From an optimization exercise on the open Yosys and OpenROAD flow, aimed at small area; shortcuts taken in it are not production practice. Function was checked by simulation only, so behaviour that the tests miss may differ from the original. Power and IR drop assume default switching activity.

## exp/xenon
Design ws2812_top, start of the top module:
module ws2812_top(input clk, input reset, input spi_valid, input spi_data, output reg led);
==> module ws2812_top, before the edit <==
module ws2812_top(input clk, input reset, input spi_valid, input spi_data, output reg led);
	localparam D = 24;           
	localparam NL = 63;          
	localparam QD = 23;          
	reg [4:0] ph;
	always @(posedge clk)
		if (reset || ph == D-1) ph <= 0;
		else ph <= (ph ^ {&ph[3:0], &ph[2:0], &ph[1:0], ph[0], 1'b1});
	reg [9:0] writeCount;
	reg spiFinished;
	reg pend;                    
	reg running;
	reg resCounting;
	wire swcond = ~running & ~resCounting & spiFinished & ~pend;
	wire accept = spi_valid & (~spiFinished | pend);
	wire wcLast = (writeCount == 10'd767);
	always @(posedge clk) begin
		if (reset) begin
			writeCount <= 0;
			spiFinished <= 0;
			pend <= 0;
		end else begin
			if (spi_valid) begin
				if (wcLast) begin
					if (pend) begin
						writeCount <= 1;
						spiFinished <= 0;
					end else
						spiFinished <= 1;
				end else begin
					writeCount <= (writeCount ^ {&writeCount[8:0], &writeCount[7:0], &writeCount[6:0], &writeCount[5:0], &writeCount[4:0], &writeCount[3:0], &writeCount[2:0], &writeCount[1:0], writeCount[0], 1'b1});
					spiFinished <= 0;
				end
			end
			if (swcond)
				pend <= 1;
			else if (spi_valid & ~wcLast)
				pend <= 0;
		end
	end
	reg [QD-1:0] q;
	reg [4:0] qc;
	reg [4:0] cs;
	wire atc = (ph == cs);
	wire qne = (qc != 0);
	wire commit = atc & (qne | accept);
	wire shin = accept & ~(atc & ~qne);
	wire pop = atc & qne;
	wire [31:0] qx = {{(32-QD){1'b0}}, q};     
	wire cdata = qne ? qx[(qc ^ {~|qc[3:0], ~|qc[2:0], ~|qc[1:0], ~qc[0], 1'b1})] : spi_data;
	always @(posedge clk)
		if (shin) q <= {q[QD-2:0], spi_data};
	always @(posedge clk) begin
		if (reset) begin
			qc <= 0;
			cs <= 0;
		end else begin
			if (shin & ~pop) qc <= (qc ^ {&qc[3:0], &qc[2:0], &qc[1:0], qc[0], 1'b1});
			else if (pop & ~shin) qc <= (qc ^ {~|qc[3:0], ~|qc[2:0], ~|qc[1:0], ~qc[0], 1'b1});
			if (commit)
				cs <= (cs == D-1) ? 5'd0 : (cs ^ {&cs[3:0], &cs[2:0], &cs[1:0], cs[0], 1'b1});
		end
	end
	reg [NL-1:0] ring [0:D-1];
	wire [NL-1:0] tap = ring[D-1];
	wire [63:0] tapx = {{(64-NL){1'b0}}, tap};   
	reg rpar;
	always @(posedge clk)
		if (reset) rpar <= 0;
		else if (ph == D-1) rpar <= ~rpar;
	integer i;
	always @(posedge clk) begin
		for (i = D-1; i > 0; i = i - 1)
			ring[i] <= ring[i-1];
		ring[0] <= ~(commit ? {tap[NL-2:0], cdata ^ rpar} : tap);
	end
	reg [4:0] count;
	reg [4:0] rs;
	reg [5:0] rl;
	reg [4:0] rk;
	reg x;
	reg d;
	wire use8 = running & (count == 8);
	wire rwrap = use8 & (rs == D-1);
	wire lastBit = (rs == 0) & (rk == 0);
	wire gapCarry = resCounting & (count == 5'd31);
	wire finish = gapCarry & x & (rk == 5'd31);
	always @(posedge clk)
		if (ph == rs) d <= tapx[rl] ^ rpar;
	wire [4:0] rsn = (rs == D-1) ? 5'd0 : (rs ^ {&rs[3:0], &rs[2:0], &rs[1:0], rs[0], 1'b1});
	always @(posedge clk) begin
		if (reset) begin
			rs <= 0;
			rl <= 6'h3F;
		end else begin
			if (use8)
				rs <= rsn;
			if (commit & ~use8 & (cs == rs))
				rl <= (rl ^ {&rl[4:0], &rl[3:0], &rl[2:0], &rl[1:0], rl[0], 1'b1});
			else if (use8 & ~commit & (rsn == cs))
				rl <= (rl ^ {~|rl[4:0], ~|rl[3:0], ~|rl[2:0], ~|rl[1:0], ~rl[0], 1'b1});
		end
	end
	always @(posedge clk) begin
		if (reset) begin
			rk <= 0;
			x <= 0;
		end else begin
			if (rwrap | gapCarry)
				rk <= (rk ^ {&rk[3:0], &rk[2:0], &rk[1:0], rk[0], 1'b1});
			if (gapCarry & (rk == 5'd31))
				x <= ~x;
		end
	end
	always @(posedge clk) begin
		if (reset)
			count <= 0;
		else if (swcond)
			count <= 5'd31;
		else if (running & (count == 24))
			count <= 0;
		else if (running | resCounting)
			count <= (count ^ {&count[3:0], &count[2:0], &count[1:0], count[0], 1'b1});
	end
	always @(posedge clk) begin
		if (reset) begin
			running <= 0;
			resCounting <= 0;
		end else begin
			if (swcond)
				running <= 1;
			else if (running) begin
				if (lastBit && count == 24) begin
					running <= 0;
					resCounting <= 1;
				end
			end else if (finish)
				resCounting <= 0;
		end
	end
	always @(posedge clk) begin
		if (reset || ~running)
			led <= 0;
		else if (count == 0)
			led <= 1;
		else if ((count == 8 && ~d) || count == 16)
			led <= 0;
	end
endmodule
==> flow/config.mk <==
export PLATFORM = sky130hd
export DESIGN_NAME = ws2812_top
export DESIGN_NICKNAME = ws2812_top
export VERILOG_FILES = /design/flow/design.v
export SDC_FILE = /design/flow/constraint.sdc
export NUM_CORES = 4
export LEC_CHECK = 0
export CAP_MARGIN = 20
export CORE_MARGIN = 2
export CORE_UTILIZATION = 55
export PLACE_DENSITY = 0.7
export SLEW_MARGIN = 20
==> flow/constraint.sdc <==
create_clock -name core_clock -period 48.9 [get_ports {clk}]
set_input_delay 9.7800 -clock core_clock [delete_from_list [all_inputs] [get_ports {clk}]]
set_output_delay 9.7800 -clock core_clock [all_outputs]
set_load 0.01 [all_outputs]
standard.sh (not shown) runs the stock make flow with config.mk's settings and CLKGATE_MAP_FILE= SYNTH_SCRIPT=/design/flow/synth_recipe.tcl, a recipe that flattens the netlist after the stock synthesis.
==> flow/flow/run.sh <==
#!/bin/bash
# The standard layout (standard.sh, all ORFS steps to finish) with two changes:
# - ABC maps the logic with an area-oriented script (flow/abc.script) in place
#   of ORFS's abc_speed.script. Everything else, including the register
#   mapping, is ORFS's own, from an unmodified copy of its scripts folder.
# - clock tree synthesis clusters at most 20 sinks within 60 um per
#   clkbuf_8 and inserts no dummy loads (CTS_ARGS replaces ORFS's defaults).
set -euo pipefail
here=$(pwd)
rm -rf "$here/scripts"
cp -r "$FLOW_HOME/scripts" "$here/scripts"
cp "$here/flow/abc.script" "$here/scripts/abc_speed.script"
cts="-sink_clustering_enable -repair_clock_nets -sink_clustering_size 20 -sink_clustering_max_diameter 60 -buf_list sky130_fd_sc_hd__clkbuf_8 -dont_use_dummy_load"
bash standard.sh SCRIPTS_DIR="$here/scripts" "CTS_ARGS=$cts" finish > "$here/orfs_flow.log" 2>&1
==> flow/flow/abc.script <==
strash
&get -n
&st
&syn3
&dch
&put
amap
topo
exp/xenon | stages: all done | timing, DRC, antenna: all pass
Here is what was changed in the inputs of exp/indigo compared with exp/xenon.
diff --git a/flow/design.v b/flow/design.v
--- a/flow/design.v
+++ b/flow/design.v
@@ -4,46 +4,42 @@
 	localparam QD = 23;          
 	reg [4:0] ph;
 	always @(posedge clk)
 		if (reset || ph == D-1) ph <= 0;
 		else ph <= (ph ^ {&ph[3:0], &ph[2:0], &ph[1:0], ph[0], 1'b1});
-	reg [9:0] writeCount;
+	reg [4:0] mk;
 	reg spiFinished;
-	reg pend;                    
+	reg pend;
 	reg running;
 	reg resCounting;
+	wire [4:0] ms;
+	wire msLast = (ms == D-1);
 	wire swcond = ~running & ~resCounting & spiFinished & ~pend;
 	wire accept = spi_valid & (~spiFinished | pend);
-	wire wcLast = (writeCount == 10'd767);
 	always @(posedge clk) begin
 		if (reset) begin
-			writeCount <= 0;
+			mk <= 0;
 			spiFinished <= 0;
 			pend <= 0;
 		end else begin
-			if (spi_valid) begin
-				if (wcLast) begin
-					if (pend) begin
-						writeCount <= 1;
-						spiFinished <= 0;
-					end else
-						spiFinished <= 1;
-				end else begin
-					writeCount <= (writeCount ^ {&writeCount[8:0], &writeCount[7:0], &writeCount[6:0], &writeCount[5:0], &writeCount[4:0], &writeCount[3:0], &writeCount[2:0], &writeCount[1:0], writeCount[0], 1'b1});
-					spiFinished <= 0;
-				end
+			if (accept) begin
+				spiFinished <= msLast & (mk == 5'd31);
+				if (msLast)
+					mk <= (mk ^ {&mk[3:0], &mk[2:0], &mk[1:0], mk[0], 1'b1});
 			end
 			if (swcond)
 				pend <= 1;
-			else if (spi_valid & ~wcLast)
+			else if (spi_valid & ~spiFinished)
 				pend <= 0;
 		end
 	end
 	reg [QD-1:0] q;
 	reg [4:0] qc;
 	reg [4:0] cs;
 	wire atc = (ph == cs);
+	wire [5:0] msum = cs + qc;
+	assign ms = (msum >= D) ? msum - D : msum;
 	wire qne = (qc != 0);
 	wire commit = atc & (qne | accept);
 	wire shin = accept & ~(atc & ~qne);
 	wire pop = atc & qne;
 	wire [31:0] qx = {{(32-QD){1'b0}}, q};     
--- outcome ---
exp/indigo completed; timing, DRC and antenna clean
Summed area of non-filler cells in the final layout of exp/xenon is on par with exp/indigo.
Multi-input combinational cell count: exp/indigo vs exp/xenon down about 0.8%
Looking at met2 track demand over resource in global routing, exp/indigo sits 0.53 points higher than exp/xenon does.
exp/indigo vs exp/xenon — multi-input combinational area share rose 0.19 points.
Power came out lower on exp/indigo than on exp/xenon.
In terms of non-clock buffer area fraction after layout, exp/xenon and exp/indigo differ only marginally.
Going from exp/xenon to exp/indigo, the global routing met1 resource utilization was found to have gone up by 0.20 points.


The RTL this note starts from:
==> flow/design.v <==
module ws2812_top(input clk, input reset, input spi_valid, input spi_data, output reg led);
	localparam D = 24;           
	localparam NL = 63;          
	localparam QD = 23;          
	reg [4:0] ph;
	always @(posedge clk)
		if (reset || ph == D-1) ph <= 0;
		else ph <= (ph ^ {&ph[3:0], &ph[2:0], &ph[1:0], ph[0], 1'b1});
	reg [9:0] writeCount;
	reg spiFinished;
	reg pend;                    
	reg running;
	reg resCounting;
	wire swcond = ~running & ~resCounting & spiFinished & ~pend;
	wire accept = spi_valid & (~spiFinished | pend);
	wire wcLast = (writeCount == 10'd767);
	always @(posedge clk) begin
		if (reset) begin
			writeCount <= 0;
			spiFinished <= 0;
			pend <= 0;
		end else begin
			if (spi_valid) begin
				if (wcLast) begin
					if (pend) begin
						writeCount <= 1;
						spiFinished <= 0;
					end else
						spiFinished <= 1;
				end else begin
					writeCount <= (writeCount ^ {&writeCount[8:0], &writeCount[7:0], &writeCount[6:0], &writeCount[5:0], &writeCount[4:0], &writeCount[3:0], &writeCount[2:0], &writeCount[1:0], writeCount[0], 1'b1});
					spiFinished <= 0;
				end
			end
			if (swcond)
				pend <= 1;
			else if (spi_valid & ~wcLast)
				pend <= 0;
		end
	end
	reg [QD-1:0] q;
	reg [4:0] qc;
	reg [4:0] cs;
	wire atc = (ph == cs);
	wire qne = (qc != 0);
	wire commit = atc & (qne | accept);
	wire shin = accept & ~(atc & ~qne);
	wire pop = atc & qne;
	wire cdata = qne ? q[(qc ^ {~|qc[3:0], ~|qc[2:0], ~|qc[1:0], ~qc[0], 1'b1})] : spi_data;
	always @(posedge clk)
		if (shin) q <= {q[QD-2:0], spi_data};
	always @(posedge clk) begin
		if (reset) begin
			qc <= 0;
			cs <= 0;
		end else begin
			if (shin & ~pop) qc <= (qc ^ {&qc[3:0], &qc[2:0], &qc[1:0], qc[0], 1'b1});
			else if (pop & ~shin) qc <= (qc ^ {~|qc[3:0], ~|qc[2:0], ~|qc[1:0], ~qc[0], 1'b1});
			if (commit)
				cs <= (cs == D-1) ? 5'd0 : (cs ^ {&cs[3:0], &cs[2:0], &cs[1:0], cs[0], 1'b1});
		end
	end
	reg [NL-1:0] ring [0:D-1];
	wire [NL-1:0] tap = ring[D-1];
	integer i;
	always @(posedge clk) begin
		for (i = D-1; i > 0; i = i - 1)
			ring[i] <= ring[i-1];
		ring[0] <= commit ? {tap[NL-2:0], cdata} : tap;
	end
	reg [4:0] count;
	reg [4:0] rs;
	reg [5:0] rl;
	reg [4:0] rk;
	reg x;
	reg d;
	wire use8 = running & (count == 8);
	wire rwrap = use8 & (rs == D-1);
	wire lastBit = (rs == 0) & (rk == 0);
	wire gapCarry = resCounting & (count == 5'd31);
	wire finish = gapCarry & x & (rk == 5'd31);
	always @(posedge clk)
		if (ph == rs) d <= tap[rl];
	wire [4:0] rsn = (rs == D-1) ? 5'd0 : (rs ^ {&rs[3:0], &rs[2:0], &rs[1:0], rs[0], 1'b1});
	always @(posedge clk) begin
		if (reset) begin
			rs <= 0;
			rl <= 6'h3F;
		end else begin
			if (use8)
				rs <= rsn;
			if (commit & ~use8 & (cs == rs))
				rl <= (rl ^ {&rl[4:0], &rl[3:0], &rl[2:0], &rl[1:0], rl[0], 1'b1});
			else if (use8 & ~commit & (rsn == cs))
				rl <= (rl ^ {~|rl[4:0], ~|rl[3:0], ~|rl[2:0], ~|rl[1:0], ~rl[0], 1'b1});
		end
	end
	always @(posedge clk) begin
		if (reset) begin
			rk <= 0;
			x <= 0;
		end else begin
			if (rwrap | gapCarry)
				rk <= (rk ^ {&rk[3:0], &rk[2:0], &rk[1:0], rk[0], 1'b1});
			if (gapCarry & (rk == 5'd31))
				x <= ~x;
		end
	end
	always @(posedge clk) begin
		if (reset)
			count <= 0;
		else if (swcond)
			count <= 5'd31;
		else if (running & (count == 24))
			count <= 0;
		else if (running | resCounting)
			count <= (count ^ {&count[3:0], &count[2:0], &count[1:0], count[0], 1'b1});
	end
	always @(posedge clk) begin
		if (reset) begin
			running <= 0;
			resCounting <= 0;
		end else begin
			if (swcond)
				running <= 1;
			else if (running) begin
				if (lastBit && count == 24) begin
					running <= 0;
					resCounting <= 1;
				end
			end else if (finish)
				resCounting <= 0;
		end
	end
	always @(posedge clk) begin
		if (reset || ~running)
			led <= 0;
		else if (count == 0)
			led <= 1;
		else if ((count == 8 && ~d) || count == 16)
			led <= 0;
	end
endmodule
clock: 48.9 ns
lec_check: 0
cap_margin: 20
core_margin: 2
core_utilization: 55
cts_cluster_diameter: 80
cts_cluster_size: 32
place_density: 0.7
slew_margin: 20
==> flow/flow/run.sh <==
#!/bin/bash
# The standard layout (standard.sh, all ORFS steps to finish) with one change:
# ABC maps the logic with an area-oriented script (flow/abc.script) in place
# of ORFS's abc_speed.script. Everything else, including the register mapping,
# is ORFS's own, from an unmodified copy of its scripts folder.
set -euo pipefail
here=$(pwd)
rm -rf "$here/scripts"
cp -r "$FLOW_HOME/scripts" "$here/scripts"
cp "$here/flow/abc.script" "$here/scripts/abc_speed.script"
bash standard.sh SCRIPTS_DIR="$here/scripts" finish > "$here/orfs_flow.log" 2>&1
Scripts as last shown in full above: flow/flow/abc.script
The first run finished with timing, DRC and antenna clean.
Then changed:
--- a/flow/design.v
+++ b/flow/design.v
@@ -43,13 +43,14 @@
 	reg [4:0] cs;
 	wire atc = (ph == cs);
 	wire qne = (qc != 0);
 	wire commit = atc & (qne | accept);
 	wire shin = accept & ~(atc & ~qne);
 	wire pop = atc & qne;
-	wire cdata = qne ? q[(qc ^ {~|qc[3:0], ~|qc[2:0], ~|qc[1:0], ~qc[0], 1'b1})] : spi_data;
+	wire [31:0] qx = {{(32-QD){1'b0}}, q};     
+	wire cdata = qne ? qx[(qc ^ {~|qc[3:0], ~|qc[2:0], ~|qc[1:0], ~qc[0], 1'b1})] : spi_data;
 	always @(posedge clk)
 		if (shin) q <= {q[QD-2:0], spi_data};
 	always @(posedge clk) begin
 		if (reset) begin
 			qc <= 0;
 			cs <= 0;
@@ -59,17 +60,22 @@
 			if (commit)
 				cs <= (cs == D-1) ? 5'd0 : (cs ^ {&cs[3:0], &cs[2:0], &cs[1:0], cs[0], 1'b1});
 		end
 	end
 	reg [NL-1:0] ring [0:D-1];
 	wire [NL-1:0] tap = ring[D-1];
+	wire [63:0] tapx = {{(64-NL){1'b0}}, tap};   
+	reg rpar;
+	always @(posedge clk)
+		if (reset) rpar <= 0;
+		else if (ph == D-1) rpar <= ~rpar;
 	integer i;
 	always @(posedge clk) begin
 		for (i = D-1; i > 0; i = i - 1)
 			ring[i] <= ring[i-1];
-		ring[0] <= commit ? {tap[NL-2:0], cdata} : tap;
+		ring[0] <= ~(commit ? {tap[NL-2:0], cdata ^ rpar} : tap);
 	end
 	reg [4:0] count;
 	reg [4:0] rs;
 	reg [5:0] rl;
 	reg [4:0] rk;
 	reg x;
@@ -77,13 +83,13 @@
 	wire use8 = running & (count == 8);
 	wire rwrap = use8 & (rs == D-1);
 	wire lastBit = (rs == 0) & (rk == 0);
 	wire gapCarry = resCounting & (count == 5'd31);
 	wire finish = gapCarry & x & (rk == 5'd31);
 	always @(posedge clk)
-		if (ph == rs) d <= tap[rl];
+		if (ph == rs) d <= tapx[rl] ^ rpar;
 	wire [4:0] rsn = (rs == D-1) ? 5'd0 : (rs ^ {&rs[3:0], &rs[2:0], &rs[1:0], rs[0], 1'b1});
 	always @(posedge clk) begin
 		if (reset) begin
 			rs <= 0;
 			rl <= 6'h3F;
 		end else begin
Outcome:
- The changed run produced a clean layout
- worst setup slack is better by 0.20 ns
- utilization fell by 0.14 points
- combinational power is lower by 18%
- count of clock-buffer cells in the layout came out higher by 1
- final area goes down by 0.41%
- synthesized area decreases by 0.52%
- die area shrinks by 0.51%
- critical path depth is higher by 3
- fmax goes up by 1.6%
- routed wire length drops by 1.1%
- via count came out lower by 2.0%

re-timing with driven ports:
The flow's constraints put no driver on any port. The routed layouts listed below were extracted and timed again, unchanged, in two steps. Step 1: set_driving_cell puts a clkbuf_16 on clk and a buf_2 on each other input, an assumption about the parent block. Step 2 times the ports against the registers' clock, not the clock port: input delays grow and output delays shrink by t, the midpoint of the rising clock arrivals with the driver on. a / b / c = ideal ports / drivers / drivers and shift; a / b = the first two.
| run | t (ns) | setup WS [ns] | hold WS [ns] | worst data-port slew with drivers (ns) |
|---|---|---|---|---|
| exp/xenon | 0.709 | 36.187 / 36.214 / 35.505 | 0.263 / 0.263 / 0.263 | 0.03 |
| exp/indigo | 0.728 | 35.336 / 35.367 / 34.640 | 0.293 / 0.293 / 0.293 | 0.03 |
| the first run of note 2 | 0.699 | 35.996 / 36.026 / 35.328 | 0.318 / 0.318 / 0.318 | 0.03 |
| the second run of note 2 | 0.701 | 36.200 / 36.230 / 35.529 | 0.305 / 0.305 / 0.305 | 0.03 |
After both steps every run listed still meets setup and hold. For exp/indigo, which loses most, drivers alone change the setup slack by +0.031 ns; drivers and shift together by -0.696 ns.
